Source: an optimization exercise on an open RTL-to-GDS flow (aim: small area). Production flows keep margins and buffers that such runs may drop. In this exercise RTL edits were held to simulation tests only and were not proved equivalent to the original. Power figures rest on the tool's default switching activity, not on a simulated workload.

== v6 ==
==> flow/design.v <==
module debayer
    #(
    parameter line_length = 64
    )
    (
        input               clk,
        input               reset,
        input               sof_in,
        input [9:0]         pixel_data,
        input               pixel_data_valid,
        output logic [15:0] pixel_out_data,
        output logic        pixel_out_data_valid,
        output logic        sof,
        output logic        sof_2
    );
    assign sof_2 = sof;
    localparam [2:0] ST_WAITFIRSTLINES = 3'd0,
                     ST_WAITFIRSTPIX   = 3'd1,
                     ST_G_B            = 3'd2,
                     ST_G_R            = 3'd3,
                     ST_R              = 3'd4,
                     ST_B              = 3'd5;
    localparam SEG = line_length - 5;    
    wire rst = reset | sof_in;
    logic [2:0]  db_state;
    logic        last_gb;
    logic [5:0]  pixel_x;
    logic [5:1]  pixel_valid;
    logic [8:0]  pixels_received;        
    logic [4:1]  hit;                    
    logic        sclr;
    logic [1:0]  rd_lvl;                 
    logic [1:0]  rd_lvl_d;
    logic [2:0]  xtra;                   
    logic        rgb_pixel_valid;
    logic [9:0]  buf_pixel, buf2_pixel, buf3_pixel;
    logic sh, hold;
    always @(posedge clk) begin
        sh   <= pixel_valid[2] & ~rst;
        hold <= ~(pixel_valid[2] & ~rst);
    end
    logic [4:0][9:0] w4;
    logic [4:0][7:0] w3, w2, w1;
    logic [4:2][7:0] w0;
    logic [SEG-1:0][7:0] d3;
    logic [SEG:0][7:0]   d2, d1, d0;
    wire [4:0][9:0]     w4_n = {buf3_pixel, w4[4:1]};
    wire [SEG-1:0][7:0] d3_n = {d3[SEG-2:0], w4[0][9:2]};
    wire [4:0][7:0]     w3_n = {d3[SEG-1], w3[4:1]};
    wire [SEG:0][7:0]   d2_n = {d2[SEG-1:0], w3[0]};
    wire [4:0][7:0]     w2_n = {(xtra[2] ? d2[SEG] : d2[SEG-1]), w2[4:1]};
    wire [SEG:0][7:0]   d1_n = {d1[SEG-1:0], w2[0]};
    wire [4:0][7:0]     w1_n = {(xtra[1] ? d1[SEG] : d1[SEG-1]), w1[4:1]};
    wire [SEG:0][7:0]   d0_n = {d0[SEG-1:0], w1[0]};
    wire [4:2][7:0]     w0_n = {(xtra[0] ? d0[SEG] : d0[SEG-1]), w0[4:3]};
    always @(posedge clk) begin
        w4 <= (w4_n & {50{sh}}) | (w4 & {50{hold}});
        d3 <= (d3_n & {SEG*8{sh}}) | (d3 & {SEG*8{hold}});
        w3 <= (w3_n & {40{sh}}) | (w3 & {40{hold}});
        d2 <= (d2_n & {(SEG+1)*8{sh}}) | (d2 & {(SEG+1)*8{hold}});
        w2 <= (w2_n & {40{sh}}) | (w2 & {40{hold}});
        d1 <= (d1_n & {(SEG+1)*8{sh}}) | (d1 & {(SEG+1)*8{hold}});
        w1 <= (w1_n & {40{sh}}) | (w1 & {40{hold}});
        d0 <= (d0_n & {(SEG+1)*8{sh}}) | (d0 & {(SEG+1)*8{hold}});
        w0 <= (w0_n & {24{sh}}) | (w0 & {24{hold}});
    end
    wire [7:0] q02 = w0[2];
    wire [7:0] q11 = w1[1], q12 = w1[2], q13 = w1[3];
    wire [7:0] q20 = w2[0], q21 = w2[1], q22 = w2[2], q23 = w2[3], q24 = w2[4];
    wire [7:0] q31 = w3[1], q32 = w3[2], q33 = w3[3];
    wire [9:0] r   = w4[2];
    logic [7:0] pa, pb;          
    logic [8:0] pnh, pnv, pfh;   
    logic [9:0] pr, pd;          
    always @(posedge clk) begin
        pa  <= q22;
        pb  <= q02;
        pnh <= q21 + q23;
        pnv <= q12 + q32;
        pfh <= q20 + q24;
        pr  <= r;
        pd  <= q11 + q13 + q31 + q33;
    end
    wire [15:0] x40 = {pa, 5'd0} + {pa, 3'd0} - {pd, 3'd0};    
    wire [15:0] g   = pfh + pb;
    wire [15:0] s_gatrb = 16'd18 + {pa, 4'd0} + {pnh, 3'd0} + {pnv, 3'd0}
                        - {g, 2'd0} - pr;
    wire [15:0] s2_ratg_r_b = 16'd30 + x40 + {pnh, 5'd0}
                        + {pb, 2'd0} + {pr[9:1], 1'b0} - {pfh, 3'd0};
    wire [15:0] s2_ratg_b_r = 16'd36 + x40 + {pnv, 5'd0}
                        + {pfh, 2'd0} - {pb, 3'd0} - {pr, 1'b0};
    wire [15:0] s2_ratb = 16'd38 + {pa, 7'd0} - {x40, 1'b0}
                        - {g, 3'd0} - {g, 2'd0} - {pr, 1'b0} - pr + pr[0];
    function automatic [5:0] top6(input [15:0] s);
        top6 = s[15] ? 6'd0 : (s[14] | s[13]) ? 6'h3F : s[12:7];
    endfunction
    function automatic [5:0] top6x2(input [15:0] s2);
        top6x2 = s2[15] ? 6'd0 : s2[14] ? 6'h3F : s2[13:8];
    endfunction
    wire [5:0] k_g   = top6(s_gatrb);            
    wire [4:0] k_b   = top6x2(s2_ratb) >> 1;      
    wire [4:0] k_rgb = top6x2(s2_ratg_r_b) >> 1;  
    wire [4:0] k_rgr = top6x2(s2_ratg_b_r) >> 1;  
    wire [5:0] k_c   = pa[7:2];                   
    logic [2:0] nstate;
    logic       n_last_gb;
    logic [5:0] n_pixel_x;
    always_comb begin
        nstate    = db_state;
        n_last_gb = last_gb;
        n_pixel_x = pixel_x;
        if (pixel_valid[4] && hit[4])
            nstate = ST_G_R;
        case (db_state)
            ST_R: if (pixel_valid[5]) begin
                n_pixel_x = pixel_x + 6'd2;
                if (pixel_x == line_length - 6) begin
                    nstate    = ST_WAITFIRSTPIX;
                    n_last_gb = 1'b0;
                end else
                    nstate = ST_G_R;
            end
            ST_G_R: if (pixel_valid[5]) nstate = ST_R;
            ST_G_B: if (pixel_valid[5]) begin
                n_pixel_x = pixel_x + 6'd2;
                if (pixel_x == line_length - 6) begin
                    nstate    = ST_WAITFIRSTPIX;
                    n_last_gb = 1'b1;
                end else
                    nstate = ST_B;
            end
            ST_B: if (pixel_valid[5]) nstate = ST_G_B;
            ST_WAITFIRSTPIX: if (pixel_valid[5]) begin
                if (pixel_x == line_length - 1) begin
                    n_pixel_x = 6'd0;
                    nstate    = last_gb ? ST_G_R : ST_B;
                end else
                    n_pixel_x = pixel_x + 6'd1;
            end
            default: ;
        endcase
    end
    logic [15:0] colors;
    always @(posedge clk) begin
        case (db_state)
            ST_R:    colors <= {k_b,          k_g,      k_c[5:1]};
            ST_G_R:  colors <= {k_rgr,        k_c,      k_rgb};
            ST_G_B:  colors <= {k_rgb,        k_c,      k_rgr};
            default: colors <= {k_c[5:1],     k_g,      k_b};
        endcase
        pixel_out_data <= colors;
    end
    always @(posedge clk) begin
        buf_pixel  <= pixel_data;
        buf2_pixel <= buf_pixel;
        buf3_pixel <= buf2_pixel;
        sclr       <= rst;
        if (rst) begin
            db_state             <= ST_WAITFIRSTLINES;
            pixel_x              <= 6'd0;
            pixel_valid          <= 5'd0;
            pixels_received      <= 9'd0;
            hit                  <= 4'd0;
            rd_lvl               <= 2'd0;
            sof                  <= 1'b0;
            rgb_pixel_valid      <= 1'b0;
            pixel_out_data_valid <= 1'b0;
        end else begin
            pixel_valid          <= {pixel_valid[4:1], pixel_data_valid};
            pixel_out_data_valid <= rgb_pixel_valid;
            rd_lvl_d             <= rd_lvl;
            if (sclr)
                xtra <= (rd_lvl_d == 2'd3) ? 3'b111 : (rd_lvl_d == 2'd2) ? 3'b110 :
                        (rd_lvl_d == 2'd1) ? 3'b100 : 3'b000;
            rd_lvl <= 2'd0;
            hit    <= {hit[3:1], 1'b0};
            if (pixel_data_valid) begin
                if (pixels_received != 9'd261)
                    pixels_received <= pixels_received + 9'd1;
                hit[1] <= (pixels_received == 9'd260);
                rd_lvl <= (pixels_received > 9'd180) ? 2'd3 :
                          (pixels_received > 9'd121) ? 2'd2 :
                          (pixels_received > 9'd62)  ? 2'd1 : 2'd0;
            end
            if (pixel_valid[4] && hit[4])
                sof <= 1'b1;
            if (db_state == ST_R)
                sof <= 1'b0;
            db_state <= nstate;
            last_gb  <= n_last_gb;
            pixel_x  <= n_pixel_x;
            rgb_pixel_valid <= (db_state == ST_R || db_state == ST_G_R ||
                                db_state == ST_G_B || db_state == ST_B) && pixel_valid[5];
        end
    end
endmodule
clock: 6.0 ns
lec_check: 0
cap_margin: 20
core_margin: 2
core_utilization: 70
slew_margin: 20
standard.sh (not shown) runs the stock make flow with config.mk's settings and CLKGATE_MAP_FILE= SYNTH_SCRIPT=/design/flow/synth_recipe.tcl, a recipe that flattens the netlist after the stock synthesis.
==> flow/flow/run.sh <==
#!/bin/bash
set -euo pipefail
export CTS_ARGS="-sink_clustering_enable -repair_clock_nets -dont_use_dummy_load -buf_list sky130_fd_sc_hd__clkbuf_8 -sink_clustering_size 18 -sink_clustering_max_diameter 60 -sink_clustering_levels 2"
bash standard.sh > run_standard.log 2>&1
#### Input delta (v7 over v6)
diff --git a/flow/design.v b/flow/design.v
--- a/flow/design.v
+++ b/flow/design.v
@@ -81,27 +81,32 @@
         pr  <= r;
         pd  <= q11 + q13 + q31 + q33;
     end
-    wire [15:0] x40 = {pa, 5'd0} + {pa, 3'd0} - {pd, 3'd0};    
-    wire [15:0] g   = pfh + pb;
-    wire [15:0] s_gatrb = 16'd18 + {pa, 4'd0} + {pnh, 3'd0} + {pnv, 3'd0}
-                        - {g, 2'd0} - pr;
-    wire [15:0] s2_ratg_r_b = 16'd30 + x40 + {pnh, 5'd0}
-                        + {pb, 2'd0} + {pr[9:1], 1'b0} - {pfh, 3'd0};
-    wire [15:0] s2_ratg_b_r = 16'd36 + x40 + {pnv, 5'd0}
-                        + {pfh, 2'd0} - {pb, 3'd0} - {pr, 1'b0};
-    wire [15:0] s2_ratb = 16'd38 + {pa, 7'd0} - {x40, 1'b0}
-                        - {g, 3'd0} - {g, 2'd0} - {pr, 1'b0} - pr + pr[0];
-    function automatic [5:0] top6(input [15:0] s);
-        top6 = s[15] ? 6'd0 : (s[14] | s[13]) ? 6'h3F : s[12:7];
-    endfunction
+    logic is_g;              
+    always_comb is_g = (db_state == ST_G_R) || (db_state == ST_G_B);
+    wire [15:0] x = (is_g ? 16'd53294 : 16'd57398)
+                  + {pa, 5'd0} + {~pfh, 3'd0}
+                  + (is_g ? {pnh, 5'd0} : {pnh, 4'd0})
+                  + (is_g ? 16'd0 : {pnv, 4'd0})
+                  + (is_g ? {pb, 2'd0} : {~pb, 3'd0})
+                  + (is_g ? {pr[9:1], 1'b0} : {~pr, 1'b0})
+                  + (is_g ? {~pd, 3'd0} : 16'd0)
+                  + (is_g ? {pa, 3'd0} : 16'd0);
+    wire [15:0] y = (is_g ? 16'd53302 : 16'd53313)
+                  + {pa, 5'd0} + {pa, 3'd0} + {~pb, 3'd0} + {~pr, 1'b0}
+                  + (is_g ? {~pd, 3'd0} : {pd, 4'd0})
+                  + (is_g ? {pnv, 5'd0} : 16'd0)
+                  + (is_g ? {pfh, 2'd0} : {~pfh, 2'd0})
+                  + (is_g ? 16'd0 : {~pfh, 3'd0})
+                  + (is_g ? 16'd0 : {pa, 3'd0})
+                  + (is_g ? 16'd0 : {~pb, 2'd0})
+                  + (is_g ? 16'd0 : {6'd0, ~pr})
+                  + (is_g ? 16'd0 : {15'd0, pr[0]});
     function automatic [5:0] top6x2(input [15:0] s2);
         top6x2 = s2[15] ? 6'd0 : s2[14] ? 6'h3F : s2[13:8];
     endfunction
-    wire [5:0] k_g   = top6(s_gatrb);            
-    wire [4:0] k_b   = top6x2(s2_ratb) >> 1;      
-    wire [4:0] k_rgb = top6x2(s2_ratg_r_b) >> 1;  
-    wire [4:0] k_rgr = top6x2(s2_ratg_b_r) >> 1;  
-    wire [5:0] k_c   = pa[7:2];                   
+    wire [5:0] kx = top6x2(x);       
+    wire [4:0] ky = top6x2(y) >> 1;  
+    wire [5:0] k_c = pa[7:2];        
     logic [2:0] nstate;
     logic       n_last_gb;
     logic [5:0] n_pixel_x;
@@ -143,10 +148,10 @@
     logic [15:0] colors;
     always @(posedge clk) begin
         case (db_state)
-            ST_R:    colors <= {k_b,          k_g,      k_c[5:1]};
-            ST_G_R:  colors <= {k_rgr,        k_c,      k_rgb};
-            ST_G_B:  colors <= {k_rgb,        k_c,      k_rgr};
-            default: colors <= {k_c[5:1],     k_g,      k_b};
+            ST_R:    colors <= {ky,           kx,       k_c[5:1]};
+            ST_G_R:  colors <= {ky,           k_c,      kx[5:1]};
+            ST_G_B:  colors <= {kx[5:1],      k_c,      ky};
+            default: colors <= {k_c[5:1],     kx,       ky};
         endcase
         pixel_out_data <= colors;
     end
## What came out
- v7 vs. v6: total clock buffers created by CTS up about 0.7%, max capacitance violation total flat, power density over cell area up about 2%, fraction of the cycle the final worst path needs down 0.97 points.
- [compare] base=v6 new=v7: total number of cells along the worst setup path dropped 9.1%, total design power climbed about 0.34%, flip-flop and latch area barely changed, average vias per placed instance dropped 0.36%.

## job 101
Starts from the design.v that is shown in full above.
==> flow/config.mk <==
export PLATFORM = sky130hd
export DESIGN_NAME = debayer
export DESIGN_NICKNAME = debayer
export VERILOG_FILES = /design/flow/design.v
export SDC_FILE = /design/flow/constraint.sdc
export NUM_CORES = 4
export LEC_CHECK = 0
export CAP_MARGIN = 20
export CORE_MARGIN = 2
export CORE_UTILIZATION = 60
export SLEW_MARGIN = 20
==> flow/constraint.sdc <==
create_clock -name core_clock -period 6.0 [get_ports {clk}]
set_input_delay 1.2000 -clock core_clock [delete_from_list [all_inputs] [get_ports {clk}]]
set_output_delay 1.2000 -clock core_clock [all_outputs]
set_load 0.01 [all_outputs]
Scripts as last shown in full above: flow/flow/run.sh
Relative to job 101, the following input files were edited for job 102:
diff --git a/flow/design.v b/flow/design.v
--- a/flow/design.v
+++ b/flow/design.v
@@ -30,42 +30,31 @@
     logic [4:1]  hit;                    
     logic        sclr;
     logic [1:0]  rd_lvl;                 
     logic [1:0]  rd_lvl_d;
     logic [2:0]  xtra;                   
     logic        rgb_pixel_valid;
-    logic [9:0]  buf_pixel, buf2_pixel, buf3_pixel;
-    logic sh, hold;
-    always @(posedge clk) begin
-        sh   <= pixel_valid[2] & ~rst;
-        hold <= ~(pixel_valid[2] & ~rst);
-    end
+    logic [9:0]  buf_pixel, buf2_pixel;
+    wire sh = pixel_valid[2] & ~rst;
     logic [4:0][9:0] w4;
     logic [4:0][7:0] w3, w2, w1;
     logic [4:2][7:0] w0;
     logic [SEG-1:0][7:0] d3;
     logic [SEG:0][7:0]   d2, d1, d0;
-    wire [4:0][9:0]     w4_n = {buf3_pixel, w4[4:1]};
-    wire [SEG-1:0][7:0] d3_n = {d3[SEG-2:0], w4[0][9:2]};
-    wire [4:0][7:0]     w3_n = {d3[SEG-1], w3[4:1]};
-    wire [SEG:0][7:0]   d2_n = {d2[SEG-1:0], w3[0]};
-    wire [4:0][7:0]     w2_n = {(xtra[2] ? d2[SEG] : d2[SEG-1]), w2[4:1]};
-    wire [SEG:0][7:0]   d1_n = {d1[SEG-1:0], w2[0]};
-    wire [4:0][7:0]     w1_n = {(xtra[1] ? d1[SEG] : d1[SEG-1]), w1[4:1]};
-    wire [SEG:0][7:0]   d0_n = {d0[SEG-1:0], w1[0]};
-    wire [4:2][7:0]     w0_n = {(xtra[0] ? d0[SEG] : d0[SEG-1]), w0[4:3]};
     always @(posedge clk) begin
-        w4 <= (w4_n & {50{sh}}) | (w4 & {50{hold}});
-        d3 <= (d3_n & {SEG*8{sh}}) | (d3 & {SEG*8{hold}});
-        w3 <= (w3_n & {40{sh}}) | (w3 & {40{hold}});
-        d2 <= (d2_n & {(SEG+1)*8{sh}}) | (d2 & {(SEG+1)*8{hold}});
-        w2 <= (w2_n & {40{sh}}) | (w2 & {40{hold}});
-        d1 <= (d1_n & {(SEG+1)*8{sh}}) | (d1 & {(SEG+1)*8{hold}});
-        w1 <= (w1_n & {40{sh}}) | (w1 & {40{hold}});
-        d0 <= (d0_n & {(SEG+1)*8{sh}}) | (d0 & {(SEG+1)*8{hold}});
-        w0 <= (w0_n & {24{sh}}) | (w0 & {24{hold}});
+        if (sh) begin
+            w4 <= {buf2_pixel, w4[4:1]};
+            d3 <= {d3[SEG-2:0], w4[0][9:2]};
+            w3 <= {d3[SEG-1], w3[4:1]};
+            d2 <= {d2[SEG-1:0], w3[0]};
+            w2 <= {(xtra[2] ? d2[SEG] : d2[SEG-1]), w2[4:1]};
+            d1 <= {d1[SEG-1:0], w2[0]};
+            w1 <= {(xtra[1] ? d1[SEG] : d1[SEG-1]), w1[4:1]};
+            d0 <= {d0[SEG-1:0], w1[0]};
+            w0 <= {(xtra[0] ? d0[SEG] : d0[SEG-1]), w0[4:3]};
+        end
     end
     wire [7:0] q02 = w0[2];
     wire [7:0] q11 = w1[1], q12 = w1[2], q13 = w1[3];
     wire [7:0] q20 = w2[0], q21 = w2[1], q22 = w2[2], q23 = w2[3], q24 = w2[4];
     wire [7:0] q31 = w3[1], q32 = w3[2], q33 = w3[3];
     wire [9:0] r   = w4[2];
@@ -137,26 +126,26 @@
                 end else
                     n_pixel_x = pixel_x + 6'd1;
             end
             default: ;
         endcase
     end
-    logic [15:0] colors;
+    logic [15:0] c1, colors;
     always @(posedge clk) begin
-        case (db_state)
-            ST_R:    colors <= {k_b,          k_g,      k_c[5:1]};
-            ST_G_R:  colors <= {k_rgr,        k_c,      k_rgb};
-            ST_G_B:  colors <= {k_rgb,        k_c,      k_rgr};
-            default: colors <= {k_c[5:1],     k_g,      k_b};
+        case (nstate)
+            ST_R:    c1 <= {k_b,          k_g,      k_c[5:1]};
+            ST_G_R:  c1 <= {k_rgr,        k_c,      k_rgb};
+            ST_G_B:  c1 <= {k_rgb,        k_c,      k_rgr};
+            default: c1 <= {k_c[5:1],     k_g,      k_b};
         endcase
+        colors         <= c1;
         pixel_out_data <= colors;
     end
     always @(posedge clk) begin
         buf_pixel  <= pixel_data;
         buf2_pixel <= buf_pixel;
-        buf3_pixel <= buf2_pixel;
         sclr       <= rst;
         if (rst) begin
             db_state             <= ST_WAITFIRSTLINES;
             pixel_x              <= 6'd0;
             pixel_valid          <= 5'd0;
             pixels_received      <= 9'd0;
### Flow results
From job 101 to job 102 the numbers moved as follows: time the worst path needs with I/O delays and setup saw a decrease, worst-case hold slack saw an increase.
Count of inverters other than clock inverters in the layout, job 101 and job 102, lower one = job 102.
Taking job 101 as the reference, in job 102 number of flip-flops and latches in the synthesized netlist comparable, cell area went up, clock share of power shrank by 2.5 points, layout overhead on the synthesized area picked up an extra 2.4 points, fmax has increased.
Job 102: total power is about 7% higher than what job 101 reported.
Initial cell density of the core across job 101 and job 102: no real change.
The run showing the greater setup slack is job 102.
Looking at combinational share of power, job 102 sits 0.9 points lower than job 101 does.
Job 101 ended up with colors[3] as its critical path endpoint; job 102 ended up with c1[11].
[job 102 vs job 101] sequential share of layout area: higher in job 102

## static timing again, ports no longer ideal
Ports are ideal in the flow. The routed layouts listed here were re-timed in OpenROAD. Step 1 assumes that a clkbuf_16 drives the clock port and a buf_2 every other input. Step 2, shift: input delay + t, output delay - t, t = (earliest + latest rising clock arrival at the registers) / 2. This alone moves slack from input paths to output paths. a / b / c = no drivers / after step 1 / after step 2; a / b = the first two.
run	t, ns	setup WS [ns]	clock arrival spread, ns	worst register clock-pin slew, ns	worst slew at a driven data input, ns
v6	0.868	0.262 / 0.262 / 0.262	0.125 / 0.125	0.11 / 0.11	0.06
v7	0.879	0.320 / 0.320 / 0.320	0.098 / 0.097	0.11 / 0.11	0.05
job 101	0.891	0.235 / 0.235 / 0.235	0.120 / 0.120	0.11 / 0.11	0.05
job 102	0.899	0.259 / 0.259 / 0.259	0.129 / 0.129	0.11 / 0.11	0.03
After both steps every run listed still meets setup and hold.
